This design comes from an exercise in tuning for small area, a short achievable clock period and few clock cycles per item on the open sky130 flow, not from production work. No run shown here included a check of the RTL's function; only the layout flow was run. Power is estimated from default activity; no workload was simulated.

--- config.mk ---
export PLATFORM = sky130hd
export DESIGN_NAME = function_calculator
export DESIGN_NICKNAME = function_calculator
export VERILOG_FILES = /design/flow/design.v
export SDC_FILE = /design/flow/constraint.sdc
export NUM_CORES = 4
export LEC_CHECK = 0
export ABC_AREA = 0
export CAP_MARGIN = 20
export CORE_MARGIN = 2
export CORE_UTILIZATION = 40
export SLEW_MARGIN = 20
export SYNTH_HIERARCHICAL = 1
export SYNTH_MINIMUM_KEEP_SIZE = 0
export BUFFER_PORTS_ARGS = -buffer_cell sky130_fd_sc_hd__buf_1
--- constraint.sdc ---
create_clock -name core_clock -period 5.0 [get_ports {clk_i}]
set_input_delay 1.0000 -clock core_clock [delete_from_list [all_inputs] [get_ports {clk_i}]]
set_output_delay 1.0000 -clock core_clock [all_outputs]
set_load 0.01 [all_outputs]
--- design.v ---
`timescale 1ns / 1ps
module fa3(input x, input y, input z, output s, output c);
    assign s = x ^ y ^ z;
    assign c = (x & y) | (x & z) | (y & z);
endmodule
module ha2(input x, input y, output s, output c);
    assign s = x ^ y;
    assign c = x & y;
endmodule
`timescale 1ns / 1ps
module function_calculator(
    input clk_i,
    input rst_i,
    input [15:0] sw_i,
    input start_i,
    output busy_o,
    output [15:0] y_calc
 );
    function [3:0] low4;
        input [5:0] ar;
        case (ar)
            6'd0: low4 = 4'd0;
            6'd1: low4 = 4'd1;
            6'd2: low4 = 4'd2;
            6'd3: low4 = 4'd3;
            6'd4: low4 = 4'd4;
            6'd5: low4 = 4'd5;
            6'd6: low4 = 4'd6;
            6'd7: low4 = 4'd7;
            6'd8: low4 = 4'd1;
            6'd9: low4 = 4'd2;
            6'd10: low4 = 4'd3;
            6'd11: low4 = 4'd4;
            6'd12: low4 = 4'd5;
            6'd13: low4 = 4'd6;
            6'd14: low4 = 4'd7;
            6'd15: low4 = 4'd8;
            6'd16: low4 = 4'd4;
            6'd17: low4 = 4'd5;
            6'd18: low4 = 4'd6;
            6'd19: low4 = 4'd7;
            6'd20: low4 = 4'd8;
            6'd21: low4 = 4'd9;
            6'd22: low4 = 4'd10;
            6'd23: low4 = 4'd11;
            6'd24: low4 = 4'd9;
            6'd25: low4 = 4'd10;
            6'd26: low4 = 4'd11;
            6'd27: low4 = 4'd12;
            6'd28: low4 = 4'd13;
            6'd29: low4 = 4'd14;
            6'd30: low4 = 4'd15;
            6'd31: low4 = 4'd0;
            6'd32: low4 = 4'd0;
            6'd33: low4 = 4'd1;
            6'd34: low4 = 4'd2;
            6'd35: low4 = 4'd3;
            6'd36: low4 = 4'd4;
            6'd37: low4 = 4'd5;
            6'd38: low4 = 4'd6;
            6'd39: low4 = 4'd7;
            6'd40: low4 = 4'd9;
            6'd41: low4 = 4'd10;
            6'd42: low4 = 4'd11;
            6'd43: low4 = 4'd12;
            6'd44: low4 = 4'd13;
            6'd45: low4 = 4'd14;
            6'd46: low4 = 4'd15;
            6'd47: low4 = 4'd0;
            6'd48: low4 = 4'd4;
            6'd49: low4 = 4'd5;
            6'd50: low4 = 4'd6;
            6'd51: low4 = 4'd7;
            6'd52: low4 = 4'd8;
            6'd53: low4 = 4'd9;
            6'd54: low4 = 4'd10;
            6'd55: low4 = 4'd11;
            6'd56: low4 = 4'd1;
            6'd57: low4 = 4'd2;
            6'd58: low4 = 4'd3;
            6'd59: low4 = 4'd4;
            6'd60: low4 = 4'd5;
            6'd61: low4 = 4'd6;
            6'd62: low4 = 4'd7;
            6'd63: low4 = 4'd8;
            default: low4 = 4'd0;
        endcase
    endfunction
    wire [7:0] b_i = sw_i[7:0];
    wire [2:0] r_d = (b_i >= 8'd216) ? 3'd6 :
                     (b_i >= 8'd125) ? 3'd5 :
                     (b_i >= 8'd64)  ? 3'd4 :
                     (b_i >= 8'd27)  ? 3'd3 :
                     (b_i >= 8'd8)   ? 3'd2 :
                     (b_i >= 8'd1)   ? 3'd1 : 3'd0;
    reg [7:0] aa;
    reg [2:0] rr;
    always @(posedge clk_i) begin
        if (rst_i) begin
            aa <= 8'd0;
            rr <= 3'd0;
        end else if (start_i) begin
            aa <= sw_i[15:8];
            rr <= r_d;
        end
    end
    wire n0 = aa[2] & ~aa[1];
    wire n1 = aa[2] & aa[1];
    wire n2 = aa[3] & ~aa[2];
    wire n3 = aa[3] & aa[2];
    wire n4 = aa[4] & ~aa[3];
    wire n5 = aa[4] & aa[3];
    wire n6 = aa[5] & ~aa[4];
    wire n7 = aa[5] & aa[4];
    wire n8 = aa[6] & ~aa[5];
    wire n9 = aa[6] & aa[5];
    wire n10 = aa[7] & ~aa[6];
    wire n11 = aa[7] & aa[6];
    wire n12 = aa[0] & aa[3];
    wire n13 = aa[0] & aa[4];
    wire n14 = aa[0] & aa[5];
    wire n15 = aa[0] & aa[6];
    wire n16 = aa[0] & aa[7];
    wire n17 = aa[1] & aa[3];
    wire n18 = aa[1] & aa[4];
    wire n19 = aa[1] & aa[5];
    wire n20 = aa[1] & aa[6];
    wire n21 = aa[1] & aa[7];
    wire n22 = aa[2] & aa[4];
    wire n23 = aa[2] & aa[5];
    wire n24 = aa[2] & aa[6];
    wire n25 = aa[2] & aa[7];
    wire n26 = aa[3] & aa[5];
    wire n27 = aa[3] & aa[6];
    wire n28 = aa[3] & aa[7];
    wire n29 = aa[4] & aa[6];
    wire n30 = aa[4] & aa[7];
    wire n31 = aa[5] & aa[7];
    wire n32 = aa[0] & aa[1] & aa[2];
    wire n33, n34;
    ha2 un33 (.x(n3), .y(n15), .s(n33), .c(n34));
    wire n35, n36;
    fa3 un35 (.x(n4), .y(n16), .z(n20), .s(n35), .c(n36));
    wire n37, n38;
    fa3 un37 (.x(n5), .y(n21), .z(n24), .s(n37), .c(n38));
    wire n39, n40;
    ha2 un39 (.x(n6), .y(n25), .s(n39), .c(n40));
    wire n41, n42;
    ha2 un41 (.x(n7), .y(n28), .s(n41), .c(n42));
    wire n43, n44;
    ha2 un43 (.x(n0), .y(n12), .s(n43), .c(n44));
    wire n45, n46;
    fa3 un45 (.x(n1), .y(n13), .z(n17), .s(n45), .c(n46));
    wire n47, n48;
    fa3 un47 (.x(n2), .y(n14), .z(n18), .s(n47), .c(n48));
    wire n49, n50;
    fa3 un49 (.x(n19), .y(n22), .z(n33), .s(n49), .c(n50));
    wire n51, n52;
    fa3 un51 (.x(n23), .y(n34), .z(n35), .s(n51), .c(n52));
    wire n53, n54;
    fa3 un53 (.x(n26), .y(n36), .z(n37), .s(n53), .c(n54));
    wire n55, n56;
    fa3 un55 (.x(n27), .y(n38), .z(n39), .s(n55), .c(n56));
    wire n57, n58;
    fa3 un57 (.x(n29), .y(n40), .z(n41), .s(n57), .c(n58));
    wire n59, n60;
    fa3 un59 (.x(n8), .y(n30), .z(n42), .s(n59), .c(n60));
    wire n61, n62;
    ha2 un61 (.x(n9), .y(n31), .s(n61), .c(n62));
    wire n63, n64;
    ha2 un63 (.x(n32), .y(n43), .s(n63), .c(n64));
    wire n65, n66;
    ha2 un65 (.x(n44), .y(n45), .s(n65), .c(n66));
    wire n67, n68;
    ha2 un67 (.x(n46), .y(n47), .s(n67), .c(n68));
    wire n69, n70;
    ha2 un69 (.x(n48), .y(n49), .s(n69), .c(n70));
    wire n71, n72;
    ha2 un71 (.x(n50), .y(n51), .s(n71), .c(n72));
    wire n73, n74;
    ha2 un73 (.x(n52), .y(n53), .s(n73), .c(n74));
    wire n75, n76;
    ha2 un75 (.x(n54), .y(n55), .s(n75), .c(n76));
    wire n77, n78;
    ha2 un77 (.x(n56), .y(n57), .s(n77), .c(n78));
    wire n79, n80;
    ha2 un79 (.x(n58), .y(n59), .s(n79), .c(n80));
    wire n81, n82;
    ha2 un81 (.x(n60), .y(n61), .s(n81), .c(n82));
    wire n83, n84;
    ha2 un83 (.x(n10), .y(n62), .s(n83), .c(n84));
    wire n85 = n64 | (n63 & 1'b0);
    wire n86 = n63 & 1'b0;
    wire n87 = n68 | (n67 & n66);
    wire n88 = n67 & n65;
    wire n89 = n72 | (n71 & n70);
    wire n90 = n71 & n69;
    wire n91 = n76 | (n75 & n74);
    wire n92 = n75 & n73;
    wire n93 = n80 | (n79 & n78);
    wire n94 = n79 & n77;
    wire n95 = n84 | (n83 & n82);
    wire n96 = n83 & n81;
    wire n97 = n66 | (n65 & n85);
    wire n98 = n65 & n86;
    wire n99 = n87 | (n88 & n85);
    wire n100 = n88 & n86;
    wire n101 = n74 | (n73 & n89);
    wire n102 = n73 & n90;
    wire n103 = n91 | (n92 & n89);
    wire n104 = n92 & n90;
    wire n105 = n82 | (n81 & n93);
    wire n106 = n81 & n94;
    wire n107 = n95 | (n96 & n93);
    wire n108 = n96 & n94;
    wire n109 = n70 | (n69 & n99);
    wire n110 = n69 & n100;
    wire n111 = n89 | (n90 & n99);
    wire n112 = n90 & n100;
    wire n113 = n101 | (n102 & n99);
    wire n114 = n102 & n100;
    wire n115 = n103 | (n104 & n99);
    wire n116 = n104 & n100;
    wire n117 = 1'b0 | (n11 & n107);
    wire n118 = n11 & n108;
    wire n119 = n78 | (n77 & n115);
    wire n120 = n77 & n116;
    wire n121 = n93 | (n94 & n115);
    wire n122 = n94 & n116;
    wire n123 = n105 | (n106 & n115);
    wire n124 = n106 & n116;
    wire n125 = n107 | (n108 & n115);
    wire n126 = n108 & n116;
    wire n127 = n117 | (n118 & n115);
    wire n128 = n118 & n116;
    wire n129 = n65 ^ n85;
    wire n130 = n67 ^ n97;
    wire n131 = n69 ^ n99;
    wire n132 = n71 ^ n109;
    wire n133 = n73 ^ n111;
    wire n134 = n75 ^ n113;
    wire n135 = n77 ^ n115;
    wire n136 = n79 ^ n119;
    wire n137 = n81 ^ n121;
    wire n138 = n83 ^ n123;
    wire n139 = n11 ^ n125;
    wire [11:0] hi = {n139, n138, n137, n136, n135, n134, n133, n132, n131, n130, n129, n63};
    assign y_calc = {hi, low4({aa[2:0], rr})};
    assign busy_o = 1'b0;
endmodule
--- flow/run.sh ---
#!/bin/bash
# Standard layout, with the port buffers inserted as buf_1 cells instead of
# the resizer's default choice (clkdlybuf4s50_1, larger and slower).
set -euo pipefail
echo 'export BUFFER_PORTS_ARGS = -buffer_cell sky130_fd_sc_hd__buf_1' >> config.mk
bash standard.sh > standard.log 2>&1
--- standard.sh ---
#!/bin/bash
# synth_recipe.tcl (not shown) runs the flow's synth.tcl, then flattens the netlist and writes it again
# the make line also repeats each setting of config.mk as NAME=value (left out here)
make -C /OpenROAD-flow-scripts/flow DESIGN_CONFIG=/design/flow/config.mk WORK_HOME=/design/flow/orfs CLKGATE_MAP_FILE= SYNTH_SCRIPT=/design/flow/synth_recipe.tcl "${@:-finish}"
==> metrics.md, run 1 <==
| Metric | Value |
|---|---|
| Status | `complete, no violations` |
| Clock Skews | `0.00340 ns` |
| Setup CP Type | `reg2out` |
| Post-route cell area | `1820 um^2` |
| Setup bufs post-CTS | `0` |
| Setup TNS | `0 ns` |
| Syn_nets | `234` |
| GRT Overall Usage | `approximately 14%` |
| Num ports | `36` |
| First-pass GRT wire length | `5.48 mm` |
| Crit-path cells | `and2_1 > fa_1 > fa_1 > ha_1 > or3_1 > a21oi_2 > nor2_1 > ha_1 > nor2_1 > xnor2_1 > buf_1` |
| Grt ovf | `0` |
| Synth Area per Inst | `just over 9 um^2` |
| Setup crit end kind | `primary output` |
| Dpl cell area | `1770 um^2` |
| Share of cells above drive strength 1 | `6.83%` |
| CTS max path bufs | `2` |
| Post-Syn Area | `about 1700 um^2` |
| CTS buffer count | `3` |
| Crit-path max cell delay | `0.48 ns` |
| Port Buffers | `34` |
| Full die area | `4800 um^2` |
| Seq cells post-synth | `15` |
| Largest net degree at the start of global routing | `16` |
| Layout Area Growth over Synthesis | `6.61%` |
| Die Width | `about 69 um` |
| Drt first-iter violations | `32` |
| Top delay family on crit path | `adder cells` |
| Worst IR Drop VDD | `135 uV` |
| Max_cap viols | `0` |
| Clk latency of the worst-skew pair | `around 0.25 ns` |
| Clock sink count | `15` |
| Vias in the first global route | `1240` |
| Least-Margin Pin Slew | `a little over 0.8 ns` |
| Cell Rows | `23` |
| # nets final | `between 200 and 300` |
| Hold WC Path Type | `reg2reg` |
| Max Fclk | `224 MHz` |
| Cells after Synth | `184` |
| DR WL/cell | `11.3 um` |
| Root Buffer | `clkbuf_8` |
| Initial Util | `42.0%` |
| Count of cell types in the netlist | `45` |
| Worst EP arrival | `3.47 ns` |
| Warnings from Yosys | `7` |
| Drt drc | `0` |
| RSZ-0062 raised after global routing | `false` |
| Fin. max-slew vios | `0` |
| Vias per cell | `around 5.0` |
| Pwr/cell area | `173 nW/um^2` |
| Min Tclk post-route | `4.47 ns` |
| Final Hold Viols | `0` |
| Die Y | `around 70 um` |
| Post-synthesis sequential area ratio | `17.6%` |
| Detailed Route WL | `2.89 mm` |
| Hold_ws | `between 0.4 and 0.5 ns` |
| DR vias | `1268` |
| Fin crit share | `approximately nine tenths` |
| Relative slew margins | `45.8%` |
| Setup violations, final | `0` |
| Post_cts resized | `0` |
| DP HPWL | `2.35 mm` |
| Cts hold-fix bufs | `0` |
| Clk pin slew, worst setup/hold paths | `approximately 0.060 ns` |
| Core area | `4060 um^2` |
| H-tree depth | `1` |
| CTS tree | `yes` |
| ANT nets after route | `0` |
| # diodes | `0` |
| CP startpoint kind | `flop` |
| CP required | `4.00 ns` |
| DRT Pass-1 Iters | `4` |
| Slowest CP cell | `dfxtp_1` |
| Buf+Inv Stages, Crit Path | `1` |
| Leakage | `0.924 nW` |
| Critical Path Fanout Max | `10` |
| Placer congestion estimate | `0.727` |
| Initial antenna violation count | `0` |
## final timing paths
check                                        start                                                     endpoint  slack, ns  cells after the start
worst max register to register  rr[0]$_SDFFE_PP0P_  low4$func$/design/flow/design.v:248$5470.$result[3]$_DFF_P_       3.38                      7
worst min-delay path            rr[1]$_SDFFE_PP0P_                                           rr[1]$_SDFFE_PP0P_       0.49                      2
worst min register to register  rr[1]$_SDFFE_PP0P_                                           rr[1]$_SDFFE_PP0P_       0.49                      2
worst max-delay path            aa[6]$_SDFFE_PP0P_                                                   y_calc[12]       0.53                     11
## modules after synthesis, one instance, submodules excluded
| module | flip-flops and latches | cells inside | cell area (um^2) |
|---|---|---|---|
| ha2 | 0 | 1 | 12.5 |
| function_calculator | 15 | 158 | 1300 |
| fa3 | 0 | 1 | 20.0 |
## synth_stat cells (all sizes together)
master / n / area share (%)
and2: 26 / 9.5
ha: 21 / 15
nor2: 19 / 4.5
buf: 15 / 6.8
dfxtp: 15 / 18
fa: 10 / 12
a21oi: 8 / 3.5
mux2i: 8 / 4.7
nor2b: 7 / 2.6
nor3: 5 / 1.5
xor2: 5 / 2.6
a21o: 4 / 1.8
nand2: 4 / 0.88
xnor2: 4 / 2.1
a211oi: 3 / 1.3
a211o: 2 / 1.0
clkbuf: 2 / 0.44
mux2: 2 / 1.3
o21a: 2 / 0.88
o21ai: 2 / 0.59
or2: 2 / 0.73
a311o: 1 / 0.59
a31o: 1 / 0.51
a32o: 1 / 0.59
a41o: 1 / 0.59
and3: 1 / 0.37
conb: 1 / 0.22
inv: 1 / 0.22
maj3: 1 / 0.59
nand2b: 1 / 0.37
nand3: 1 / 0.29
nor3b: 1 / 0.44
nor4bb: 1 / 0.59
o211ai: 1 / 0.44
o221ai: 1 / 0.51
o22a: 1 / 0.51
o31ai: 1 / 0.73
or3: 1 / 0.37
or4: 1 / 0.66
## per-layer routing
metal	global-route usage, %	routed length [um]	vias to the layer above
li1	-	-	667
met1	18.4	1470	570
met2	21.6	1250	27
met3	3.49	132	4
met4	3.92	32	0
met5	0	0	-
## sequential cells by signal, indices dropped and copies added (netlist names)
signal	flops
low4$func$/design/flow/design.v:248$5470.$result	4
aa	8
rr	3
## power breakdown
| part | total [W] | switching, W | internal [W] |
|---|---|---|---|
| clock network | 0.0000987 | 0.0000435 | 0.0000552 |
| registers | 0.000137 | 0.00000846 | 0.000128 |
| logic | 0.0000783 | 0.0000434 | 0.0000349 |
## logic make-up (layout without fill, tap and decap cells)
| logic type | Yosys count | in the layout | share of synthesized area, % |
|---|---|---|---|
| AOI/OAI and AO/OA | 29 | 29 | 13.5 |
| xor gates and xnor gates | 9 | 9 | 4.63 |
| adders and majority gates | 32 | 32 | 27.8 |
| buffers and inverters | 18 | 39 | 7.49 |
| DFF | 15 | 15 | 17.6 |
| muxes | 10 | 10 | 6.02 |
| other | 1 | 1 | 0.220 |
| and+or+nand+nor | 70 | 70 | 22.8 |
## cell type report
| class | count | area [um^2] |
|---|---|---|
| clock inverters | 1 | 5.00 |
| well taps | 50 | 62.6 |
| fillers | 420 | 2240 |
| multi-input cells | 151 | 1280 |
| repair buffers | 34 | 128 |
| inverters | 1 | 3.75 |
| clock buffers | 3 | 41.3 |
| flip-flops and latches | 15 | 300 |
## placed cells by master, fill, tap and decap left out, drive strengths merged, types with 2 or more instances in the layout
cell / count
mux2i: 8
a211oi: 3
xnor2: 4
nand2: 4
nor2b: 7
nor2: 19
mux2: 2
buf: 34
o21ai: 2
a211o: 2
and2: 26
xor2: 5
dfxtp: 15
o21a: 2
nor3: 5
fa: 10
or2: 2
a21o: 4
a21oi: 8
clkbuf: 3
ha: 21
## worst min-delay path, cell delays in order (launching register included)
cell and delay [ns]:
dfxtp_1 0.30, nand2b_1 0.08, a21oi_1 0.06
## stage by stage
stage | instances | setup WS, ns | utilization (%) | total power (W)
floorplan | 184 | 1.03 | - | 0.000205
global placement | 251 | 0.861 | 43.6 | 0.000219
detailed placement | 251 | 0.779 | 43.6 | 0.000219
CTS | 255 | 0.492 | 44.8 | 0.000321
global route | 255 | 0.331 | 44.8 | 0.000339
finish | 255 | 0.532 | 44.8 | 0.000314
==> inputs of run 2 (changes only) <==
--- a/design.v
+++ b/design.v
@@ -94,14 +94,14 @@
                      (b_i >= 8'd8)   ? 3'd2 :
                      (b_i >= 8'd1)   ? 3'd1 : 3'd0;
     reg [7:0] aa;
-    reg [2:0] rr;
+    reg [3:0] yl;
     always @(posedge clk_i) begin
         if (rst_i) begin
             aa <= 8'd0;
-            rr <= 3'd0;
+            yl <= 4'd0;
         end else if (start_i) begin
             aa <= sw_i[15:8];
-            rr <= r_d;
+            yl <= low4({sw_i[10:8], r_d});
         end
     end
     wire n0 = aa[2] & ~aa[1];
@@ -245,6 +245,6 @@
     wire n138 = n83 ^ n123;
     wire n139 = n11 ^ n125;
     wire [11:0] hi = {n139, n138, n137, n136, n135, n134, n133, n132, n131, n130, n129, n63};
-    assign y_calc = {hi, low4({aa[2:0], rr})};
+    assign y_calc = {hi, yl};
     assign busy_o = 1'b0;
 endmodule
==> run 2 against run 1 <==
Sequential cell count fell by 3. Clock power decreased by 14%. Register-to-register slack better by 0.74 ns. Cell area down 4.9%. Die area decreased by 5.0%. Worst setup slack got worse by 0.051 ns. Critical path depth up 1. Non-clock buffer count did not move. Critical endpoint unchanged. Largest cell class unchanged.
==> metrics.md, run 2 <==
| Metric | Value |
|---|---|
| Setup crit end kind | `primary output (unchanged)` |
| Drt drc | `0 (unchanged)` |
| Initial Util | `40.9% (was 42.0%)` |
| CP startpoint kind | `flop (unchanged)` |
| Fin. max-slew vios | `0 (unchanged)` |
| Leakage | `0.834 nW (was 0.924 nW)` |
| Hold path cells | `2 (unchanged)` |
| Layout Area Growth over Synthesis | `7.05% (was 6.61%)` |
| RSZ-0062 raised after global routing | `false (unchanged)` |
| Post-Place Cells | `252 (was 251)` |
| CTS max path bufs | `2 (unchanged)` |
| CTS tree | `yes (unchanged)` |
| R2R Path Start | `yl[0]$_SDFFE_PP0P_ (was rr[0]$_SDFFE_PP0P_)` |
| Yosys top cell area share | `16.3% (was 17.6%)` |
| Initial antenna violation count | `0 (unchanged)` |
| Ys async rst share | `0% (unchanged)` |
| Final Hold Viols | `0 (unchanged)` |
| End of the worst hold path | `yl[1]$_SDFFE_PP0P_ (was rr[1]$_SDFFE_PP0P_)` |
| Post-route cell area | `1730 um^2 (was 1820 um^2)` |
| Worst hold start | `yl[1]$_SDFFE_PP0P_ (was rr[1]$_SDFFE_PP0P_)` |
| # nets final | `257 (was 256)` |
| Reg2Reg Capture Point | `yl[0]$_SDFFE_PP0P_ (was low4$func$/design/flow/design.v:248$5470.$result[3]$_DFF_P_)` |
| Syn_nets | `236 (was 234)` |
| Post_cts resized | `0 (unchanged)` |
| Clk latency of the worst-skew pair | `0.23 ns (was 0.25 ns)` |
| Cell Count, Final, Fillers Out | `255 (unchanged)` |
| Num ports | `36 (unchanged)` |
| Pwr/cell area | `161 nW/um^2 (was 173 nW/um^2)` |
| Synth Area per Inst | `8.68 um^2 (was 9.26 um^2)` |
| Post-Syn Area | `1610 um^2 (was 1700 um^2)` |
| Max_cap viols | `0 (unchanged)` |
| Full die area | `4560 um^2 (was 4800 um^2)` |
| Die Y | `67.5 um (was 69.3 um)` |
| Clk pin slew, worst setup/hold paths | `0.05 ns (was 0.06 ns)` |
| Reg2reg path depth | `2 (was 7)` |
| GRT Overall Usage | `13.8% (was 13.7%)` |
| Synth Flop Type | `dfxtp_1 (unchanged)` |
| Port Buffers | `34 (unchanged)` |
| Pre-CTS setup slack | `0.726 ns (was 0.779 ns)` |
| Cells after Synth | `186 (was 184)` |
| Core area | `3940 um^2 (was 4060 um^2)` |
| Dpl cell area | `1690 um^2 (was 1770 um^2)` |
| Crit-path cells | `and2_1 > fa_1 > fa_1 > ha_1 > a21oi_1 > o211ai_1 > a21oi_1 > o21bai_1 > ha_1 > nor2_1 > xnor2_1 > buf_1 (was and2_1 > fa_1 > fa_1 > ha_1 > or3_1 > a21oi_2 > nor2_1 > ha_1 > nor2_1 > xnor2_1 > buf_1)` |
| Fin crit share | `90.4% (was 89.4%)` |
| Post-synthesis sequential area ratio | `14.9% (was 17.6%)` |
| Clock Skews | `0 ns (was 0.00340 ns)` |
| Commonest non-fill, non-tap cell in the layout | `buf_1 (unchanged)` |
| First-pass GRT wire length | `4.91 mm (was 5.48 mm)` |
| Cell Rows | `23 (unchanged)` |
| DR WL/cell | `11.0 um (was 11.3 um)` |
| Clock sink count | `12 (was 15)` |
| Worst EP arrival | `3.52 ns (was 3.47 ns)` |
| # diodes | `0 (unchanged)` |
| Least-Margin Pin Slew | `0.873 ns (was 0.813 ns)` |
| Largest net degree at the start of global routing | `18 (was 16)` |
| R2R Setup Slk | `4.12 ns (was 3.38 ns)` |
| Vias in the first global route | `1154 (was 1240)` |
| Min Tclk post-route | `4.52 ns (was 4.47 ns)` |
| H-tree depth | `1 (unchanged)` |
| Root Buffer | `clkbuf_8 (unchanged)` |
| Die Width | `67.5 um (was 69.3 um)` |
| Count leader, synth | `and2_1 (unchanged)` |
| EDFF count, synth | `0 (unchanged)` |
| Drt first-iter violations | `51 (was 32)` |
| Setup bufs post-CTS | `0 (unchanged)` |
| Vias per cell | `4.88 (was 4.97)` |
| CTS buffer count | `3 (unchanged)` |
| Top cells by count, synth | `and2_1 (25), ha_1 (21), nor2_1 (19) (was and2_1 (26), ha_1 (21), nor2_1 (17))` |
| Critical Path Fanout Max | `10 (unchanged)` |
| Crit-path max cell delay | `0.47 ns (was 0.48 ns)` |
| Cts hold-fix bufs | `0 (unchanged)` |
| Relative slew margins | `41.8% (was 45.8%)` |
| Setup TNS | `0 ns (unchanged)` |
| Hold WC Path Type | `reg2reg (unchanged)` |
| DP HPWL | `2.27 mm (was 2.35 mm)` |
| Grt ovf | `0 (unchanged)` |
| ANT nets after route | `0 (unchanged)` |
| Max reg flops | `8 (unchanged)` |
| Top area cells in the synthesized netlist | `ha_1 (16%), dfxtp_1 (15%), fa_1 (12%), and2_1 (9.7%), buf_4 (6.0%) (was dfxtp_1 (18%), ha_1 (15%), fa_1 (12%), and2_1 (9.5%), buf_4 (6.2%))` |
| Setup violations, final | `0 (unchanged)` |
| Most frequent cells in the layout | `buf_1 (34), and2_1 (25), ha_1 (21), nor2_1 (19), dfxtp_1 (12) (was buf_1 (34), and2_1 (26), ha_1 (21), nor2_1 (17), dfxtp_1 (15))` |
| Detailed Route WL | `2.80 mm (was 2.89 mm)` |
| DRT Pass-1 Iters | `4 (unchanged)` |
| Setup CP Type | `reg2out (unchanged)` |
| Slowest CP cell | `fa_1 (was dfxtp_1)` |
| Max Fclk | `221 MHz (was 224 MHz)` |
| Cell accounting for the most synthesized area | `ha_1 (was dfxtp_1)` |
| CP required | `4.00 ns (about the same)` |
| Share of cells above drive strength 1 | `1.95% (was 6.83%)` |
| Fin worst setup slack | `0.481 ns (was 0.532 ns)` |
| Count of cell types in the netlist | `40 (was 45)` |
| Warnings from Yosys | `7 (unchanged)` |
| Seq cells post-synth | `12 (was 15)` |
| Top reg by flops | `aa (unchanged)` |
| Status | `complete, no violations (unchanged)` |
| DR vias | `1244 (was 1268)` |
| Worst IR Drop VDD | `103 uV (was 135 uV)` |
| Placer congestion estimate | `0.762 (was 0.727)` |
## run 2: changes by cell type in the layout (fill, tap and decap cells not counted), moves of 3 or more
cell and change:
dfxtp_1 -3, o211ai_1 +3, inv_1 +4, xnor2_1 +4
nand2_1 +3, a21o_1 -3
## run 2: per-module statistics from Yosys, one instance, submodules excluded
module | area, um^2 | cells inside | flops+latches | times used
function_calculator | 1210 | 160 | 12 | 1
fa3 | 20.0 | 1 | 0 | 10
ha2 | 12.5 | 1 | 0 | 16
## run 2: logic make-up (layout without fill, tap and decap cells)
logic type	count (synthesis)	count (layout)	share of synthesized area [%]
and+or+nand+nor	72	72	23.8
adders and majority gates	32	32	29.3
AOI/OAI and AO/OA	26	26	12.2
buffers and inverters	24	43	8.68
xor gates and xnor gates	12	12	6.51
DFF	12	12	14.9
muxes	7	7	4.34
other	1	1	0.232
## run 2: layout make-up
class / count / area, um^2
fillers: 391 / 2210
flip-flops and latches: 12 / 240
inverters: 6 / 22.5
well taps: 50 / 62.6
clock buffers: 3 / 41.3
repair buffers: 34 / 128
multi-input cells: 150 / 1230
## run 2: critical path: cells and delay by family (launching register included)
| kind | cells | cell delay, ns |
|---|---|---|
| adders and majority gates | 4 | 1.46 |
| AOI/OAI and AO/OA | 4 | 0.74 |
| DFF | 1 | 0.46 |
| and+or+nand+nor | 2 | 0.32 |
| buffers and inverters | 1 | 0.16 |
| xor gates and xnor gates | 1 | 0.13 |
## run 2: worst max path at each step
stage / from / endpoint / slack [ns] / cells past startpoint
2_1_floorplan: aa[0]$_SDFFE_PP0P_ / y_calc[12] / 1.03 / 12
3_3_place_gp: aa[6]$_SDFFE_PP0P_ / y_calc[12] / 0.82 / 12
3_5_place_dp: aa[4]$_SDFFE_PP0P_ / y_calc[12] / 0.73 / 12
4_1_cts: aa[4]$_SDFFE_PP0P_ / y_calc[12] / 0.46 / 12
5_1_grt: aa[6]$_SDFFE_PP0P_ / y_calc[12] / 0.22 / 12
6_report: aa[6]$_SDFFE_PP0P_ / y_calc[12] / 0.48 / 12
## run 2: power breakdown
group | internal [W] | switching (W)
Combinational | 0.0000362 | 0.0000453
Sequential | 0.000102 | 0.00000845
Clock | 0.0000528 | 0.0000324
## run 2: per-layer routing
metal  vias up  part of all wire [%]  track usage (%)
met5         -                     0                0
met4         0                  0.68             5.36
met3         2                   3.4             1.50
met2        26                    43             21.8
met1       548                    53             19.3
li1        668                     -                -
## run 2: through the flow
stage / utilization, % / hold slack, ns / total power [W]
after detailed placement: 42.8 / 0.465 / 0.000195
after floorplan: - / 0.487 / 0.000180
after global routing: 43.8 / 0.523 / 0.000300
after global placement: 42.8 / 0.468 / 0.000195
final: 43.8 / 0.469 / 0.000278
after CTS: 43.8 / 0.476 / 0.000282
==> inputs of run 3 (changes only) <==
--- a/design.v
+++ b/design.v
@@ -94,14 +94,14 @@
                      (b_i >= 8'd8)   ? 3'd2 :
                      (b_i >= 8'd1)   ? 3'd1 : 3'd0;
     reg [7:0] aa;
-    reg [3:0] yl;
+    reg [2:0] rr;
     always @(posedge clk_i) begin
         if (rst_i) begin
             aa <= 8'd0;
-            yl <= 4'd0;
+            rr <= 3'd0;
         end else if (start_i) begin
             aa <= sw_i[15:8];
-            yl <= low4({sw_i[10:8], r_d});
+            rr <= r_d;
         end
     end
     wire n0 = aa[2] & ~aa[1];
@@ -189,62 +189,58 @@
     ha2 un81 (.x(n60), .y(n61), .s(n81), .c(n82));
     wire n83, n84;
     ha2 un83 (.x(n10), .y(n62), .s(n83), .c(n84));
-    wire n85 = n64 | (n63 & 1'b0);
-    wire n86 = n63 & 1'b0;
-    wire n87 = n68 | (n67 & n66);
-    wire n88 = n67 & n65;
-    wire n89 = n72 | (n71 & n70);
-    wire n90 = n71 & n69;
-    wire n91 = n76 | (n75 & n74);
-    wire n92 = n75 & n73;
-    wire n93 = n80 | (n79 & n78);
-    wire n94 = n79 & n77;
-    wire n95 = n84 | (n83 & n82);
-    wire n96 = n83 & n81;
-    wire n97 = n66 | (n65 & n85);
-    wire n98 = n65 & n86;
+    wire n85 = n66 | (n65 & n64);
+    wire n86 = n65 & 1'b0;
+    wire n87 = n70 | (n69 & n68);
+    wire n88 = n69 & n67;
+    wire n89 = n74 | (n73 & n72);
+    wire n90 = n73 & n71;
+    wire n91 = n78 | (n77 & n76);
+    wire n92 = n77 & n75;
+    wire n93 = n82 | (n81 & n80);
+    wire n94 = n81 & n79;
+    wire n95 = 1'b0 | (n11 & n84);
+    wire n96 = n11 & n83;
+    wire n97 = n68 | (n67 & n85);
+    wire n98 = n67 & n86;
     wire n99 = n87 | (n88 & n85);
     wire n100 = n88 & n86;
-    wire n101 = n74 | (n73 & n89);
-    wire n102 = n73 & n90;
+    wire n101 = n76 | (n75 & n89);
+    wire n102 = n75 & n90;
     wire n103 = n91 | (n92 & n89);
     wire n104 = n92 & n90;
-    wire n105 = n82 | (n81 & n93);
-    wire n106 = n81 & n94;
+    wire n105 = n84 | (n83 & n93);
+    wire n106 = n83 & n94;
     wire n107 = n95 | (n96 & n93);
     wire n108 = n96 & n94;
-    wire n109 = n70 | (n69 & n99);
-    wire n110 = n69 & n100;
+    wire n109 = n72 | (n71 & n99);
+    wire n110 = n71 & n100;
     wire n111 = n89 | (n90 & n99);
     wire n112 = n90 & n100;
     wire n113 = n101 | (n102 & n99);
     wire n114 = n102 & n100;
     wire n115 = n103 | (n104 & n99);
     wire n116 = n104 & n100;
-    wire n117 = 1'b0 | (n11 & n107);
-    wire n118 = n11 & n108;
-    wire n119 = n78 | (n77 & n115);
-    wire n120 = n77 & n116;
-    wire n121 = n93 | (n94 & n115);
-    wire n122 = n94 & n116;
-    wire n123 = n105 | (n106 & n115);
-    wire n124 = n106 & n116;
-    wire n125 = n107 | (n108 & n115);
-    wire n126 = n108 & n116;
-    wire n127 = n117 | (n118 & n115);
-    wire n128 = n118 & n116;
-    wire n129 = n65 ^ n85;
-    wire n130 = n67 ^ n97;
-    wire n131 = n69 ^ n99;
-    wire n132 = n71 ^ n109;
-    wire n133 = n73 ^ n111;
-    wire n134 = n75 ^ n113;
-    wire n135 = n77 ^ n115;
-    wire n136 = n79 ^ n119;
-    wire n137 = n81 ^ n121;
-    wire n138 = n83 ^ n123;
-    wire n139 = n11 ^ n125;
-    wire [11:0] hi = {n139, n138, n137, n136, n135, n134, n133, n132, n131, n130, n129, n63};
-    assign y_calc = {hi, yl};
+    wire n117 = n80 | (n79 & n115);
+    wire n118 = n79 & n116;
+    wire n119 = n93 | (n94 & n115);
+    wire n120 = n94 & n116;
+    wire n121 = n105 | (n106 & n115);
+    wire n122 = n106 & n116;
+    wire n123 = n107 | (n108 & n115);
+    wire n124 = n108 & n116;
+    wire n125 = n65 ^ n64;
+    wire n126 = n67 ^ n85;
+    wire n127 = n69 ^ n97;
+    wire n128 = n71 ^ n99;
+    wire n129 = n73 ^ n109;
+    wire n130 = n75 ^ n111;
+    wire n131 = n77 ^ n113;
+    wire n132 = n79 ^ n115;
+    wire n133 = n81 ^ n117;
+    wire n134 = n83 ^ n119;
+    wire n135 = n11 ^ n121;
+    wire [11:0] hi = {n135, n134, n133, n132, n131, n130, n129, n128, n127, n126, n125, n63};
+    assign y_calc = {hi, low4({aa[2:0], rr})};
     assign busy_o = 1'b0;
 endmodule
==> run 3 against run 2 <==
Critical endpoint is now y_calc[13]. Largest cell class unchanged. Clock power grew 12%. Worst setup slack worse by 0.030 ns. Wire length rose by 3.3%.
==> metrics.md, run 3 <==
| Metric | Value |
|---|---|
| Vias in the first global route | `1354 (was 1154)` |
| Post-synthesis sequential area ratio | `17.4% (was 14.9%)` |
| GRT Overall Usage | `13.5% (was 13.8%)` |
| Count of cell types in the netlist | `44 (was 40)` |
| Grt ovf | `0 (unchanged)` |
| Max layer used | `met4 (unchanged)` |
| Final Hold Viols | `0 (unchanged)` |
| Min Tclk post-route | `4.55 ns (was 4.52 ns)` |
| Cell accounting for the most synthesized area | `dfxtp_1 (was ha_1)` |
| Die Y | `69.7 um (was 67.5 um)` |
| Setup violations, final | `0 (unchanged)` |
| Critical Path Fanout Max | `11 (was 10)` |
| RSZ-0062 raised after global routing | `false (unchanged)` |
| CTS tree | `yes (unchanged)` |
| Cts hold-fix bufs | `0 (unchanged)` |
| Pwr/cell area | `172 nW/um^2 (was 161 nW/um^2)` |
| Layout Area Growth over Synthesis | `6.31% (was 7.05%)` |
| Yosys top cell area share | `17.4% (was 16.3%)` |
| Setup TNS | `0 ns (unchanged)` |
| Post_cts resized | `0 (unchanged)` |
| Fraction of the mapped netlist area in adder cells | `28.1% (was 29.3%)` |
| # fillers | `441 (was 391)` |
| Mux contribution to synthesized area | `6.16% (was 4.34%)` |
| # nets final | `264 (was 257)` |
| Max reg flops | `8 (unchanged)` |
| Ys async rst share | `0% (unchanged)` |
| H-tree depth | `1 (unchanged)` |
| Drt first-iter violations | `43 (was 51)` |
| Count leader, synth | `and2_1 (unchanged)` |
| DR vias | `1291 (was 1244)` |
| Top reg by flops | `aa (unchanged)` |
| Synth Area per Inst | `8.94 um^2 (was 8.68 um^2)` |
| Worst EP arrival | `3.55 ns (was 3.52 ns)` |
| Clock Skews | `0.000920 ns (was 0 ns)` |
| Full die area | `4850 um^2 (was 4560 um^2)` |
| Wire length on met3 | `105 um (was 94 um)` |
| # diodes | `0 (unchanged)` |
| Port Buffers | `34 (unchanged)` |
| Final Util | `44.9% (was 43.8%)` |
| Syn_nets | `244 (was 236)` |
| Num ports | `36 (unchanged)` |
| Clk pin slew, worst setup/hold paths | `0.06 ns (was 0.05 ns)` |
| Wl on met1 | `1.54 mm (was 1.49 mm)` |
| Placer congestion estimate | `0.768 (was 0.762)` |
| Top area cells in the synthesized netlist | `dfxtp_1 (17%), ha_1 (16%), fa_1 (12%), and2_1 (9.4%), buf_4 (6.1%) (was ha_1 (16%), dfxtp_1 (15%), fa_1 (12%), and2_1 (9.7%), buf_4 (6.0%))` |
| Most frequent cells in the layout | `buf_1 (34), and2_1 (26), ha_1 (22), nor2_1 (19), dfxtp_1 (15) (was buf_1 (34), and2_1 (25), ha_1 (21), nor2_1 (19), dfxtp_1 (12))` |
| Vias per cell | `4.93 (was 4.88)` |
| Largest net degree at the start of global routing | `17 (was 18)` |
| Commonest non-fill, non-tap cell in the layout | `buf_1 (unchanged)` |
| Root Buffer | `clkbuf_8 (unchanged)` |
| Detailed Route WL | `2.90 mm (was 2.80 mm)` |
| Setup bufs post-CTS | `0 (unchanged)` |
| Relative slew margins | `35.4% (was 41.8%)` |
| Setup crit end kind | `primary output (unchanged)` |
| Top cells by count, synth | `and2_1 (26), ha_1 (22), nor2_1 (19) (was and2_1 (25), ha_1 (21), nor2_1 (19))` |
| Cell Rows | `23 (unchanged)` |
| CTS buffer count | `3 (unchanged)` |
| Initial Util | `42.2% (was 40.9%)` |
| Max_cap viols | `0 (unchanged)` |
| Max Fclk | `220 MHz (was 221 MHz)` |
| Fin crit share | `91.0% (was 90.4%)` |
| Synth Flop Type | `dfxtp_1 (unchanged)` |
| Share of cells above drive strength 1 | `4.72% (was 1.95%)` |
| Xor/xnor share of the synthesized area | `4.06% (was 6.51%)` |
| Fin. max-slew vios | `0 (unchanged)` |
| Drt drc | `0 (unchanged)` |
| Cells after Synth | `193 (was 186)` |
| Warnings from Yosys | `7 (unchanged)` |
| Least-Margin Pin Slew | `0.969 ns (was 0.873 ns)` |
| Initial antenna violation count | `0 (unchanged)` |
| Status | `complete, no violations (unchanged)` |
| CP startpoint kind | `flop (unchanged)` |
| CP required | `4.00 ns (about the same)` |
| Worst hold start | `rr[1]$_SDFFE_PP0P_ (was yl[1]$_SDFFE_PP0P_)` |
| Simple-Gate Fraction of Synth Area | `22.4% (was 23.8%)` |
| Hold WC Path Type | `reg2reg (unchanged)` |
| DP HPWL | `2.38 mm (was 2.27 mm)` |
| Leakage | `0.866 nW (was 0.834 nW)` |
| Seq cells post-synth | `15 (was 12)` |
| Compound-Gate Fraction of Synth Area | `13.6% (was 12.2%)` |
| Clk latency of the worst-skew pair | `0.24 ns (was 0.23 ns)` |
| Critical Path Start | `aa[2]$_SDFFE_PP0P_ (was aa[6]$_SDFFE_PP0P_)` |
| R2R Path Start | `aa[1]$_SDFFE_PP0P_ (was yl[0]$_SDFFE_PP0P_)` |
| CTS max path bufs | `2 (unchanged)` |
| Post-Syn Area | `1730 um^2 (was 1610 um^2)` |
| DR WL/cell | `11.0 um (about the same)` |
| Core area | `4090 um^2 (was 3940 um^2)` |
| Worst IR Drop VDD | `133 uV (was 103 uV)` |
| Clock sink count | `15 (was 12)` |
| First-pass GRT wire length | `5.67 mm (was 4.91 mm)` |
| Met2 Wirelength | `1.23 mm (was 1.20 mm)` |
| DRT Pass-1 Iters | `4 (unchanged)` |
| ANT nets after route | `0 (unchanged)` |
| Setup CP Type | `reg2out (unchanged)` |
| Die Width | `69.7 um (was 67.5 um)` |
| Largest family of logic cells by synthesized area | `adder cells (unchanged)` |
| EDFF count, synth | `0 (unchanged)` |
-- run 3: per-stage QoR --
step,total power (W),cell area [um^2],std cells,worst slack (ns),hold WS (ns)
5_1_grt,0.000339,1830,262,0.105,0.515
6_report,0.000315,1830,262,0.451,0.487
3_3_place_gp,0.000223,1790,258,0.742,0.472
2_1_floorplan,0.000210,1730,193,0.879,0.456
3_5_place_dp,0.000223,1790,258,0.678,0.476
4_1_cts,0.000319,1830,262,0.396,0.485
-- run 3: critical path, stage by stage (launching register included) --
cell      delay (ns)
dfxtp_1         0.48
and2_1          0.20
fa_1            0.45
fa_1            0.47
ha_1            0.37
a211oi_1        0.26
nor2_1          0.09
a41oi_1         0.29
nand2_1         0.10
ha_1            0.18
nor2_1          0.12
xnor2_1         0.12
buf_1           0.16
-- run 3: area by class of cell --
type,count,area [um^2],area share [%]
tap,50,62.6,3.41
clock buffer,4,45.0,2.46
timing repair buffer,34,128,6.96
sequential,15,300,16.4
inverter,3,11.3,0.614
multi-input combinational,156,1290,70.2
-- run 3: kinds of logic (layout without fill, tap and decap cells) --
group,after synthesis,count (layout)
mux,10,10
fa+ha+maj,33,33
xor+xnor,8,8
simple gates,72,72
flops,15,15
buf+inv,22,41
other cells,1,1
compound gates,32,32
-- run 3: power by group --
part / leakage, nW / internal, W / switching [W]
Clock: 0.0228 / 0.0000563 / 0.0000388
Sequential: 0.124 / 0.000129 / 0.00000877
Combinational: 0.719 / 0.0000367 / 0.0000460
-- run 3: worst paths after layout --
| kind | slack, ns | cells past startpoint | to |
|---|---|---|---|
| min reg2reg | 0.49 | 2 | rr[1]$_SDFFE_PP0P_ |
| min | 0.49 | 2 | rr[1]$_SDFFE_PP0P_ |
| max | 0.45 | 12 | y_calc[13] |
| max reg2reg | 3.58 | 5 | low4$func$/design/flow/design.v:244$5470.$result[3]$_DFF_P_ |
-- run 3: modules after synthesis, one instance, submodules excluded --
module / copies in the design / area (um^2) / cells inside
ha2: 16 / 12.5 / 1
function_calculator: 1 / 1330 / 167
fa3: 10 / 20.0 / 1
-- run 3: metal layers --
metal  up-vias  GRT usage, %
li1        691             -
met1       572          19.2
met2        26          21.3
met3         2          1.89
met4         0          3.85
met5         -             0
==> inputs of run 4 (changes only) <==
--- a/design.v
+++ b/design.v
@@ -189,58 +189,56 @@
     ha2 un81 (.x(n60), .y(n61), .s(n81), .c(n82));
     wire n83, n84;
     ha2 un83 (.x(n10), .y(n62), .s(n83), .c(n84));
-    wire n85 = n66 | (n65 & n64);
-    wire n86 = n65 & 1'b0;
-    wire n87 = n70 | (n69 & n68);
-    wire n88 = n69 & n67;
-    wire n89 = n74 | (n73 & n72);
-    wire n90 = n73 & n71;
-    wire n91 = n78 | (n77 & n76);
-    wire n92 = n77 & n75;
-    wire n93 = n82 | (n81 & n80);
-    wire n94 = n81 & n79;
-    wire n95 = 1'b0 | (n11 & n84);
-    wire n96 = n11 & n83;
-    wire n97 = n68 | (n67 & n85);
-    wire n98 = n67 & n86;
-    wire n99 = n87 | (n88 & n85);
-    wire n100 = n88 & n86;
-    wire n101 = n76 | (n75 & n89);
-    wire n102 = n75 & n90;
-    wire n103 = n91 | (n92 & n89);
-    wire n104 = n92 & n90;
-    wire n105 = n84 | (n83 & n93);
-    wire n106 = n83 & n94;
-    wire n107 = n95 | (n96 & n93);
-    wire n108 = n96 & n94;
-    wire n109 = n72 | (n71 & n99);
-    wire n110 = n71 & n100;
-    wire n111 = n89 | (n90 & n99);
-    wire n112 = n90 & n100;
-    wire n113 = n101 | (n102 & n99);
-    wire n114 = n102 & n100;
-    wire n115 = n103 | (n104 & n99);
-    wire n116 = n104 & n100;
-    wire n117 = n80 | (n79 & n115);
-    wire n118 = n79 & n116;
-    wire n119 = n93 | (n94 & n115);
-    wire n120 = n94 & n116;
-    wire n121 = n105 | (n106 & n115);
-    wire n122 = n106 & n116;
-    wire n123 = n107 | (n108 & n115);
-    wire n124 = n108 & n116;
-    wire n125 = n65 ^ n64;
-    wire n126 = n67 ^ n85;
-    wire n127 = n69 ^ n97;
-    wire n128 = n71 ^ n99;
-    wire n129 = n73 ^ n109;
-    wire n130 = n75 ^ n111;
-    wire n131 = n77 ^ n113;
-    wire n132 = n79 ^ n115;
-    wire n133 = n81 ^ n117;
-    wire n134 = n83 ^ n119;
-    wire n135 = n11 ^ n121;
-    wire [11:0] hi = {n135, n134, n133, n132, n131, n130, n129, n128, n127, n126, n125, n63};
+    wire n85 = n64 | (n63 & 1'b0);
+    wire n86 = n63 & 1'b0;
+    wire n87 = n68 | (n67 & n66);
+    wire n88 = n67 & n65;
+    wire n89 = n72 | (n71 & n70);
+    wire n90 = n71 & n69;
+    wire n91 = n76 | (n75 & n74);
+    wire n92 = n75 & n73;
+    wire n93 = n80 | (n79 & n78);
+    wire n94 = n79 & n77;
+    wire n95 = n84 | (n83 & n82);
+    wire n96 = n83 & n81;
+    wire n97 = n87 | (n88 & n85);
+    wire n98 = n88 & n86;
+    wire n99 = n91 | (n92 & n89);
+    wire n100 = n92 & n90;
+    wire n101 = n95 | (n96 & n93);
+    wire n102 = n96 & n94;
+    wire n103 = n99 | (n100 & n97);
+    wire n104 = n100 & n98;
+    wire n105 = n101 | (n102 & n103);
+    wire n106 = n102 & n104;
+    wire n107 = n89 | (n90 & n97);
+    wire n108 = n90 & n98;
+    wire n109 = n93 | (n94 & n103);
+    wire n110 = n94 & n104;
+    wire n111 = n66 | (n65 & n85);
+    wire n112 = n65 & n86;
+    wire n113 = n70 | (n69 & n97);
+    wire n114 = n69 & n98;
+    wire n115 = n74 | (n73 & n107);
+    wire n116 = n73 & n108;
+    wire n117 = n78 | (n77 & n103);
+    wire n118 = n77 & n104;
+    wire n119 = n82 | (n81 & n109);
+    wire n120 = n81 & n110;
+    wire n121 = 1'b0 | (n11 & n105);
+    wire n122 = n11 & n106;
+    wire n123 = n65 ^ n85;
+    wire n124 = n67 ^ n111;
+    wire n125 = n69 ^ n97;
+    wire n126 = n71 ^ n113;
+    wire n127 = n73 ^ n107;
+    wire n128 = n75 ^ n115;
+    wire n129 = n77 ^ n103;
+    wire n130 = n79 ^ n117;
+    wire n131 = n81 ^ n109;
+    wire n132 = n83 ^ n119;
+    wire n133 = n11 ^ n105;
+    wire [11:0] hi = {n133, n132, n131, n130, n129, n128, n127, n126, n125, n124, n123, n63};
     assign y_calc = {hi, low4({aa[2:0], rr})};
     assign busy_o = 1'b0;
 endmodule
==> run 4 against run 3 <==
Still clean on timing, DRC and antenna. Register-to-register slack improved by 0.02 ns. Combinational power fell by 0.6%. Clock skew rose by 0.0015 ns. Global-route usage hardly changed. Largest power group unchanged.
==> metrics.md, run 4 <==
| Metric | Value |
|---|---|
| Initial antenna violation count | `0 (unchanged)` |
| Setup violations, final | `0 (unchanged)` |
| Ys async rst share | `0% (unchanged)` |
| DRT Pass-1 Iters | `4 (unchanged)` |
| Core area | `4060 um^2 (was 4090 um^2)` |
| Most frequent cells in the layout | `buf_1 (34), and2_1 (28), ha_1 (23), nor2_1 (19), dfxtp_1 (15) (was buf_1 (34), and2_1 (26), ha_1 (22), nor2_1 (19), dfxtp_1 (15))` |
| Cell accounting for the most synthesized area | `dfxtp_1 (unchanged)` |
| Root Buffer | `clkbuf_8 (unchanged)` |
| Num ports | `36 (unchanged)` |
| Pwr/cell area | `173 nW/um^2 (was 172 nW/um^2)` |
| Syn_nets | `243 (was 244)` |
| Clock sink count | `15 (unchanged)` |
| Commonest non-fill, non-tap cell in the layout | `buf_1 (unchanged)` |
| Post_cts resized | `0 (unchanged)` |
| Critical Path Fanout Max | `10 (was 11)` |
| Dpl cell area | `1780 um^2 (was 1790 um^2)` |
| Setup crit end kind | `primary output (unchanged)` |
| Clock Skews | `0.00243 ns (was 0.000920 ns)` |
| DR vias | `1299 (was 1291)` |
| Count of cell types in the netlist | `40 (was 44)` |
| Max_cap viols | `0 (unchanged)` |
| DR WL/cell | `11.5 um (was 11.0 um)` |
| Max Fclk | `226 MHz (was 220 MHz)` |
| Net Switching | `0.0000962 W (was 0.0000935 W)` |
| Clk pin slew, worst setup/hold paths | `0.06 ns (about the same)` |
| Setup bufs post-CTS | `0 (unchanged)` |
| Switching share of power | `30.3% (was 29.7%)` |
| Setup crit end | `y_calc[14] (was y_calc[13])` |
| Top cells by count, synth | `and2_1 (28), ha_1 (23), nor2_1 (19) (was and2_1 (26), ha_1 (22), nor2_1 (19))` |
| Top area cells in the synthesized netlist | `dfxtp_1 (17%), ha_1 (17%), fa_1 (12%), and2_1 (10%), buf_4 (6.5%) (was dfxtp_1 (17%), ha_1 (16%), fa_1 (12%), and2_1 (9.4%), buf_4 (6.1%))` |
| Reg2Reg Capture Point | `low4$func$/design/flow/design.v:242$5470.$result[3]$_DFF_P_ (was low4$func$/design/flow/design.v:244$5470.$result[3]$_DFF_P_)` |
| Fin. max-slew vios | `0 (unchanged)` |
| Post-Syn Area | `1720 um^2 (was 1730 um^2)` |
| CP startpoint kind | `flop (unchanged)` |
| Worst IR Drop VDD | `111 uV (was 133 uV)` |
| Post-route cell area | `1830 um^2 (about the same)` |
| Setup TNS | `0 ns (unchanged)` |
| Critical Path Start | `aa[1]$_SDFFE_PP0P_ (was aa[2]$_SDFFE_PP0P_)` |
| Die Y | `69.6 um (was 69.7 um)` |
| Leakage | `0.898 nW (was 0.866 nW)` |
| CP required | `4.00 ns (about the same)` |
| Status | `complete, no violations (unchanged)` |
| Port Buffers | `34 (unchanged)` |
| Cells after Synth | `191 (was 193)` |
| R2R Setup Slk | `3.60 ns (was 3.58 ns)` |
| EDFF count, synth | `0 (unchanged)` |
| Share of cells above drive strength 1 | `5.21% (was 4.72%)` |
| Vias per cell | `4.98 (was 4.93)` |
| Comb power frac | `25.9% (was 26.2%)` |
| Placer congestion estimate | `0.790 (was 0.768)` |
| # fillers | `409 (was 441)` |
| Vias in the first global route | `1326 (was 1354)` |
| Layout Area Growth over Synthesis | `6.33% (was 6.31%)` |
| Final Hold Viols | `0 (unchanged)` |
| Synth Area per Inst | `9.01 um^2 (was 8.94 um^2)` |
| Fin crit share | `88.7% (was 91.0%)` |
| Top reg by flops | `aa (unchanged)` |
| Warnings from Yosys | `7 (unchanged)` |
| Worst EP arrival | `3.43 ns (was 3.55 ns)` |
| GRT Overall Usage | `13.5% (about the same)` |
| CTS max path bufs | `2 (unchanged)` |
| R2R Path Start | `aa[1]$_SDFFE_PP0P_ (unchanged)` |
| # nets final | `264 (unchanged)` |
| Cell Rows | `23 (unchanged)` |
| Synth Flop Type | `dfxtp_1 (unchanged)` |
| Seq cells post-synth | `15 (unchanged)` |
| Hold_ws | `0.504 ns (was 0.487 ns)` |
| Sequential power share | `43.5% (was 43.6%)` |
| Max reg flops | `8 (unchanged)` |
| Least-Margin Pin Slew | `1.05 ns (was 0.969 ns)` |
| Full die area | `4840 um^2 (was 4850 um^2)` |
| Pint | `0.000221 W (was 0.000222 W)` |
| H-tree depth | `1 (unchanged)` |
| Hold WC Path Type | `reg2reg (unchanged)` |
| First-pass GRT wire length | `5.51 mm (was 5.67 mm)` |
| Post-synthesis sequential area ratio | `17.5% (was 17.4%)` |
| Cts hold-fix bufs | `0 (unchanged)` |
| Die Width | `69.6 um (was 69.7 um)` |
| Yosys top cell area share | `17.5% (was 17.4%)` |
| CTS tree | `yes (unchanged)` |
| Reg2reg path depth | `5 (unchanged)` |
| Clk latency of the worst-skew pair | `0.24 ns (about the same)` |
| Largest net degree at the start of global routing | `18 (was 17)` |
| # diodes | `0 (unchanged)` |
| CTS buffer count | `3 (unchanged)` |
| Drt drc | `0 (unchanged)` |
| Detailed Route WL | `2.99 mm (was 2.90 mm)` |
| Grt ovf | `0 (unchanged)` |
| RSZ-0062 raised after global routing | `false (unchanged)` |
| Count leader, synth | `and2_1 (unchanged)` |
| Clock share of power | `30.6% (was 30.2%)` |
| Min Tclk post-route | `4.43 ns (was 4.55 ns)` |
| Setup CP Type | `reg2out (unchanged)` |
| ANT nets after route | `0 (unchanged)` |
| DP HPWL | `2.42 mm (was 2.38 mm)` |
| Drt first-iter violations | `31 (was 43)` |
| Relative slew margins | `30.2% (was 35.4%)` |
| Initial Util | `42.4% (was 42.2%)` |
run 4: worst max-delay path, cell delays in order, from the launching register on:
cell and delay (ns):
dfxtp_1 0.38, and2_1 0.19, fa_1 0.45, fa_1 0.49, ha_1 0.35, a21oi_1 0.23
o211ai_1 0.15, a41oi_1 0.29, inv_1 0.07, ha_1 0.17, nor2_1 0.13, xnor2_1 0.13
buf_1 0.16
run 4: worst min-delay path by stage:
| stage | from | depth (start not counted) | end | slack (ns) |
|---|---|---|---|---|
| floorplan | rr[1]$_SDFFE_PP0P_ | 2 | rr[1]$_SDFFE_PP0P_ | 0.48 |
| global placement | rr[1]$_SDFFE_PP0P_ | 2 | rr[1]$_SDFFE_PP0P_ | 0.49 |
| detailed placement | rr[1]$_SDFFE_PP0P_ | 2 | rr[1]$_SDFFE_PP0P_ | 0.50 |
| CTS | rr[1]$_SDFFE_PP0P_ | 2 | rr[1]$_SDFFE_PP0P_ | 0.51 |
| global route | rr[1]$_SDFFE_PP0P_ | 2 | rr[1]$_SDFFE_PP0P_ | 0.54 |
| finish | rr[1]$_SDFFE_PP0P_ | 2 | rr[1]$_SDFFE_PP0P_ | 0.50 |
run 4: logic make-up after synthesis:
| family | synth area share (%) |
|---|---|
| other | 0.218 |
| muxes | 5.96 |
| and+or+nand+nor | 21.2 |
| xor gates and xnor gates | 4.58 |
| AOI/OAI and AO/OA | 13.6 |
| adders and majority gates | 29.0 |
| DFF | 17.5 |
| buffers and inverters | 8.00 |
run 4: through the flow:
stage / worst slack (ns) / cells / utilization (%) / total power, W
floorplan: 1.02 / 191 / - / 0.000209
global placement: 0.898 / 257 / 44.0 / 0.000223
detailed placement: 0.797 / 257 / 44.0 / 0.000224
CTS: 0.520 / 261 / 45.1 / 0.000323
global route: 0.244 / 261 / 45.1 / 0.000340
finish: 0.567 / 261 / 45.1 / 0.000317
run 4: power groups by stage:
stage          registers, W  clock network, W  logic [W]
2_1_floorplan      0.000138                 0  0.0000710
4_1_cts            0.000138          0.000101  0.0000838
6_report           0.000138         0.0000972  0.0000821
5_1_grt            0.000141          0.000105  0.0000936
3_5_place_dp       0.000141                 0  0.0000827
3_3_place_gp       0.000141                 0  0.0000826
run 4: layout make-up:
| class | instances | area [um^2] | area share (%) |
|---|---|---|---|
| flip-flops and latches | 15 | 300 | 16.4 |
| repair buffers | 34 | 128 | 6.98 |
| well taps | 50 | 62.6 | 3.42 |
| multi-input cells | 155 | 1280 | 70.1 |
| inverters | 3 | 11.3 | 0.616 |
| clock buffers | 4 | 45.0 | 2.46 |
run 4: metal layers:
layer | share of wire, % | GRT usage [%]
met5 | 0 | 0
met4 | 0.47 | 4.79
met3 | 2.9 | 1.60
met2 | 46 | 21.6
met1 | 51 | 18.7
run 4: Yosys stat by module (local to each module, per instance):
module	cell area [um^2]	cells	flops+latches
function_calculator	1320	165	15
ha2	12.5	1	0
fa3	20.0	1	0
==> inputs of run 5 (changes only) <==
--- a/design.v
+++ b/design.v
@@ -191,54 +191,90 @@
     ha2 un83 (.x(n10), .y(n62), .s(n83), .c(n84));
     wire n85 = n64 | (n63 & 1'b0);
     wire n86 = n63 & 1'b0;
-    wire n87 = n68 | (n67 & n66);
-    wire n88 = n67 & n65;
-    wire n89 = n72 | (n71 & n70);
-    wire n90 = n71 & n69;
-    wire n91 = n76 | (n75 & n74);
-    wire n92 = n75 & n73;
-    wire n93 = n80 | (n79 & n78);
-    wire n94 = n79 & n77;
-    wire n95 = n84 | (n83 & n82);
-    wire n96 = n83 & n81;
-    wire n97 = n87 | (n88 & n85);
-    wire n98 = n88 & n86;
-    wire n99 = n91 | (n92 & n89);
-    wire n100 = n92 & n90;
-    wire n101 = n95 | (n96 & n93);
-    wire n102 = n96 & n94;
-    wire n103 = n99 | (n100 & n97);
-    wire n104 = n100 & n98;
-    wire n105 = n101 | (n102 & n103);
-    wire n106 = n102 & n104;
-    wire n107 = n89 | (n90 & n97);
-    wire n108 = n90 & n98;
-    wire n109 = n93 | (n94 & n103);
-    wire n110 = n94 & n104;
-    wire n111 = n66 | (n65 & n85);
-    wire n112 = n65 & n86;
-    wire n113 = n70 | (n69 & n97);
-    wire n114 = n69 & n98;
-    wire n115 = n74 | (n73 & n107);
-    wire n116 = n73 & n108;
-    wire n117 = n78 | (n77 & n103);
-    wire n118 = n77 & n104;
-    wire n119 = n82 | (n81 & n109);
-    wire n120 = n81 & n110;
-    wire n121 = 1'b0 | (n11 & n105);
-    wire n122 = n11 & n106;
-    wire n123 = n65 ^ n85;
-    wire n124 = n67 ^ n111;
-    wire n125 = n69 ^ n97;
-    wire n126 = n71 ^ n113;
-    wire n127 = n73 ^ n107;
-    wire n128 = n75 ^ n115;
-    wire n129 = n77 ^ n103;
-    wire n130 = n79 ^ n117;
-    wire n131 = n81 ^ n109;
-    wire n132 = n83 ^ n119;
-    wire n133 = n11 ^ n105;
-    wire [11:0] hi = {n133, n132, n131, n130, n129, n128, n127, n126, n125, n124, n123, n63};
+    wire n87 = n66 | (n65 & n64);
+    wire n88 = n65 & n63;
+    wire n89 = n68 | (n67 & n66);
+    wire n90 = n67 & n65;
+    wire n91 = n70 | (n69 & n68);
+    wire n92 = n69 & n67;
+    wire n93 = n72 | (n71 & n70);
+    wire n94 = n71 & n69;
+    wire n95 = n74 | (n73 & n72);
+    wire n96 = n73 & n71;
+    wire n97 = n76 | (n75 & n74);
+    wire n98 = n75 & n73;
+    wire n99 = n78 | (n77 & n76);
+    wire n100 = n77 & n75;
+    wire n101 = n80 | (n79 & n78);
+    wire n102 = n79 & n77;
+    wire n103 = n82 | (n81 & n80);
+    wire n104 = n81 & n79;
+    wire n105 = n84 | (n83 & n82);
+    wire n106 = n83 & n81;
+    wire n107 = 1'b0 | (n11 & n84);
+    wire n108 = n11 & n83;
+    wire n109 = n87 | (n88 & 1'b0);
+    wire n110 = n88 & 1'b0;
+    wire n111 = n89 | (n90 & n85);
+    wire n112 = n90 & n86;
+    wire n113 = n91 | (n92 & n87);
+    wire n114 = n92 & n88;
+    wire n115 = n93 | (n94 & n89);
+    wire n116 = n94 & n90;
+    wire n117 = n95 | (n96 & n91);
+    wire n118 = n96 & n92;
+    wire n119 = n97 | (n98 & n93);
+    wire n120 = n98 & n94;
+    wire n121 = n99 | (n100 & n95);
+    wire n122 = n100 & n96;
+    wire n123 = n101 | (n102 & n97);
+    wire n124 = n102 & n98;
+    wire n125 = n103 | (n104 & n99);
+    wire n126 = n104 & n100;
+    wire n127 = n105 | (n106 & n101);
+    wire n128 = n106 & n102;
+    wire n129 = n107 | (n108 & n103);
+    wire n130 = n108 & n104;
+    wire n131 = n113 | (n114 & 1'b0);
+    wire n132 = n114 & 1'b0;
+    wire n133 = n115 | (n116 & n85);
+    wire n134 = n116 & n86;
+    wire n135 = n117 | (n118 & n109);
+    wire n136 = n118 & n110;
+    wire n137 = n119 | (n120 & n111);
+    wire n138 = n120 & n112;
+    wire n139 = n121 | (n122 & n113);
+    wire n140 = n122 & n114;
+    wire n141 = n123 | (n124 & n115);
+    wire n142 = n124 & n116;
+    wire n143 = n125 | (n126 & n117);
+    wire n144 = n126 & n118;
+    wire n145 = n127 | (n128 & n119);
+    wire n146 = n128 & n120;
+    wire n147 = n129 | (n130 & n121);
+    wire n148 = n130 & n122;
+    wire n149 = n139 | (n140 & 1'b0);
+    wire n150 = n140 & 1'b0;
+    wire n151 = n141 | (n142 & n85);
+    wire n152 = n142 & n86;
+    wire n153 = n143 | (n144 & n109);
+    wire n154 = n144 & n110;
+    wire n155 = n145 | (n146 & n111);
+    wire n156 = n146 & n112;
+    wire n157 = n147 | (n148 & n131);
+    wire n158 = n148 & n132;
+    wire n159 = n65 ^ n85;
+    wire n160 = n67 ^ n109;
+    wire n161 = n69 ^ n111;
+    wire n162 = n71 ^ n131;
+    wire n163 = n73 ^ n133;
+    wire n164 = n75 ^ n135;
+    wire n165 = n77 ^ n137;
+    wire n166 = n79 ^ n149;
+    wire n167 = n81 ^ n151;
+    wire n168 = n83 ^ n153;
+    wire n169 = n11 ^ n155;
+    wire [11:0] hi = {n169, n168, n167, n166, n165, n164, n163, n162, n161, n160, n159, n63};
     assign y_calc = {hi, low4({aa[2:0], rr})};
     assign busy_o = 1'b0;
 endmodule
==> run 5 against run 4 <==
Global-route usage grew 1.0 points. Combinational power grew 15%. Clock-buffer cell count shrank 1. Critical path type unchanged.
==> metrics.md, run 5 <==
| Metric | Value |
|---|---|
| Status | `complete, no violations (unchanged)` |
| Clk pin slew, worst setup/hold paths | `0.07 ns (was 0.06 ns)` |
| CP required | `4.00 ns (about the same)` |
| Max reg flops | `8 (unchanged)` |
| Count of cell types in the netlist | `51 (was 40)` |
| Port Buffers | `34 (unchanged)` |
| Drt drc | `0 (unchanged)` |
| GRT Overall Usage | `14.5% (was 13.5%)` |
| R2R Setup Slk | `2.92 ns (was 3.60 ns)` |
| Register area | `300 um^2 (unchanged)` |
| # nets final | `288 (was 264)` |
| Layout Area Growth over Synthesis | `5.30% (was 6.33%)` |
| Synth Area per Inst | `8.70 um^2 (was 9.01 um^2)` |
| ANT nets after route | `0 (unchanged)` |
| Post_cts resized | `0 (unchanged)` |
| Seq cells post-synth | `15 (unchanged)` |
| CP startpoint kind | `flop (unchanged)` |
| Pwr/cell area | `169 nW/um^2 (was 173 nW/um^2)` |
| Setup crit end kind | `primary output (unchanged)` |
| H-tree depth | `1 (unchanged)` |
| Core area | `4440 um^2 (was 4060 um^2)` |
| Post-Syn Area | `1890 um^2 (was 1720 um^2)` |
| Die Width | `72.7 um (was 69.6 um)` |
| Share of cells above drive strength 1 | `8.02% (was 5.21%)` |
| Max_cap viols | `0 (unchanged)` |
| Warnings from Yosys | `7 (unchanged)` |
| Ys async rst share | `0% (unchanged)` |
| DRT Pass-1 Iters | `4 (unchanged)` |
| Max Fclk | `241 MHz (was 226 MHz)` |
| Cell Rows | `24 (was 23)` |
| RSZ-0062 raised after global routing | `false (unchanged)` |
| Cts hold-fix bufs | `0 (unchanged)` |
| Post-synthesis sequential area ratio | `15.9% (was 17.5%)` |
| Full die area | `5290 um^2 (was 4840 um^2)` |
==> run 5: cell count changes in the layout (fill, tap and decap cells not counted), moves of 2 or more <==
cell	delta
and2_1	-3
a21oi_1	+5
o21ai_1	+2
nor3_2	+2
ha_1	-2
nor2_1	+4
nand2_1	+2
a21o_1	-2
xnor2_1	+2
nand3_1	+2
==> run 5: per-module statistics from Yosys (local to each module, per instance) <==
module,flip-flops and latches,cell area [um^2],copies in the design,cells inside
function_calculator,15,1490,1,191
ha2,0,12.5,16,1
fa3,0,20.0,10,1
==> run 5: worst max-delay path: stages, from the launching register on <==
cell	delay, ns
dfxtp_1	0.37
and2_1	0.20
fa_1	0.46
fa_1	0.49
ha_1	0.38
a21oi_1	0.27
o21ai_0	0.14
a211oi_1	0.28
xnor2_1	0.15
buf_1	0.17
==> run 5: path summary, 6_finish.rpt <==
kind	from	to
worst max-delay path	aa[7]$_SDFFE_PP0P_	y_calc[13]
worst max register to register	rr[0]$_SDFFE_PP0P_	low4$func$/design/flow/design.v:278$5470.$result[3]$_DFF_P_
worst min register to register	rr[1]$_SDFFE_PP0P_	rr[1]$_SDFFE_PP0P_
worst min-delay path	rr[1]$_SDFFE_PP0P_	rr[1]$_SDFFE_PP0P_
==> run 5: cells by family (layout without fill, tap and decap cells) <==
logic type                 Yosys count  count (layout)  synth area share, %
AOI/OAI and AO/OA                   40              40                 14.9
xor gates and xnor gates            12              12                 5.57
adders and majority gates           31              31                 24.5
buffers and inverters               23              43                 8.68
DFF                                 15              15                 15.9
muxes                               10              10                 5.43
other                                1               1                0.199
and+or+nand+nor                     85              85                 24.8
==> run 5: cell type report <==
cell class                 count  share of cell area (%)
clock buffer                   3                    2.08
clock inverter                 1                   0.378
inverter                       4                   0.755
multi-input combinational    179                    71.6
sequential                    15                    15.1
tap                           52                    3.27
timing repair buffer          35                    6.80
==> run 5: where the power goes <==
group	total, W	switching [W]	internal, W
combinational	0.0000941	0.0000536	0.0000405
clock	0.000104	0.0000476	0.0000561
sequential	0.000138	0.00000953	0.000129
total	0.000336	0.000111	0.000225
==> run 5: routing by layer <==
layer / routed length [um] / GRT usage [%] / up-vias
li1: - / - / 777
met1: 1790 / 20.6 / 680
met2: 1500 / 23.0 / 27
met3: 124 / 2.76 / 5
met4: 28 / 3.09 / 0
met5: 0 / 0 / -
==> run 5: stage by stage <==
stage	util (%)	setup WS, ns
global route	44.7	0.447
finish	44.7	0.845
detailed placement	43.6	1.11
floorplan	-	1.29
CTS	44.7	0.816
global placement	43.6	1.12

what the ideal ports hide:
The results above use ideal ports. As a check the final layouts listed here were re-extracted and re-timed, cells and wires unchanged. Step 1, drivers: a clkbuf_16 drives clk_i and a buf_2 each remaining input, both assumed. Step 2, shift: input delay + t, output delay - t, t = (earliest + latest rising clock arrival at the registers) / 2. This alone moves slack from input paths to output paths. a / b / c = ideal / step 1 / step 2; a / b = the first two.
run	t (ns)	setup slack, ns
run 1	0.273	0.532 / 0.508 / 0.780
run 2	0.258	0.481 / 0.458 / 0.716
run 3	0.263	0.451 / 0.428 / 0.691
run 4	0.268	0.567 / 0.542 / 0.810
run 5	0.276	0.845 / 0.822 / 1.098
After both steps setup and hold are still met in every run listed.
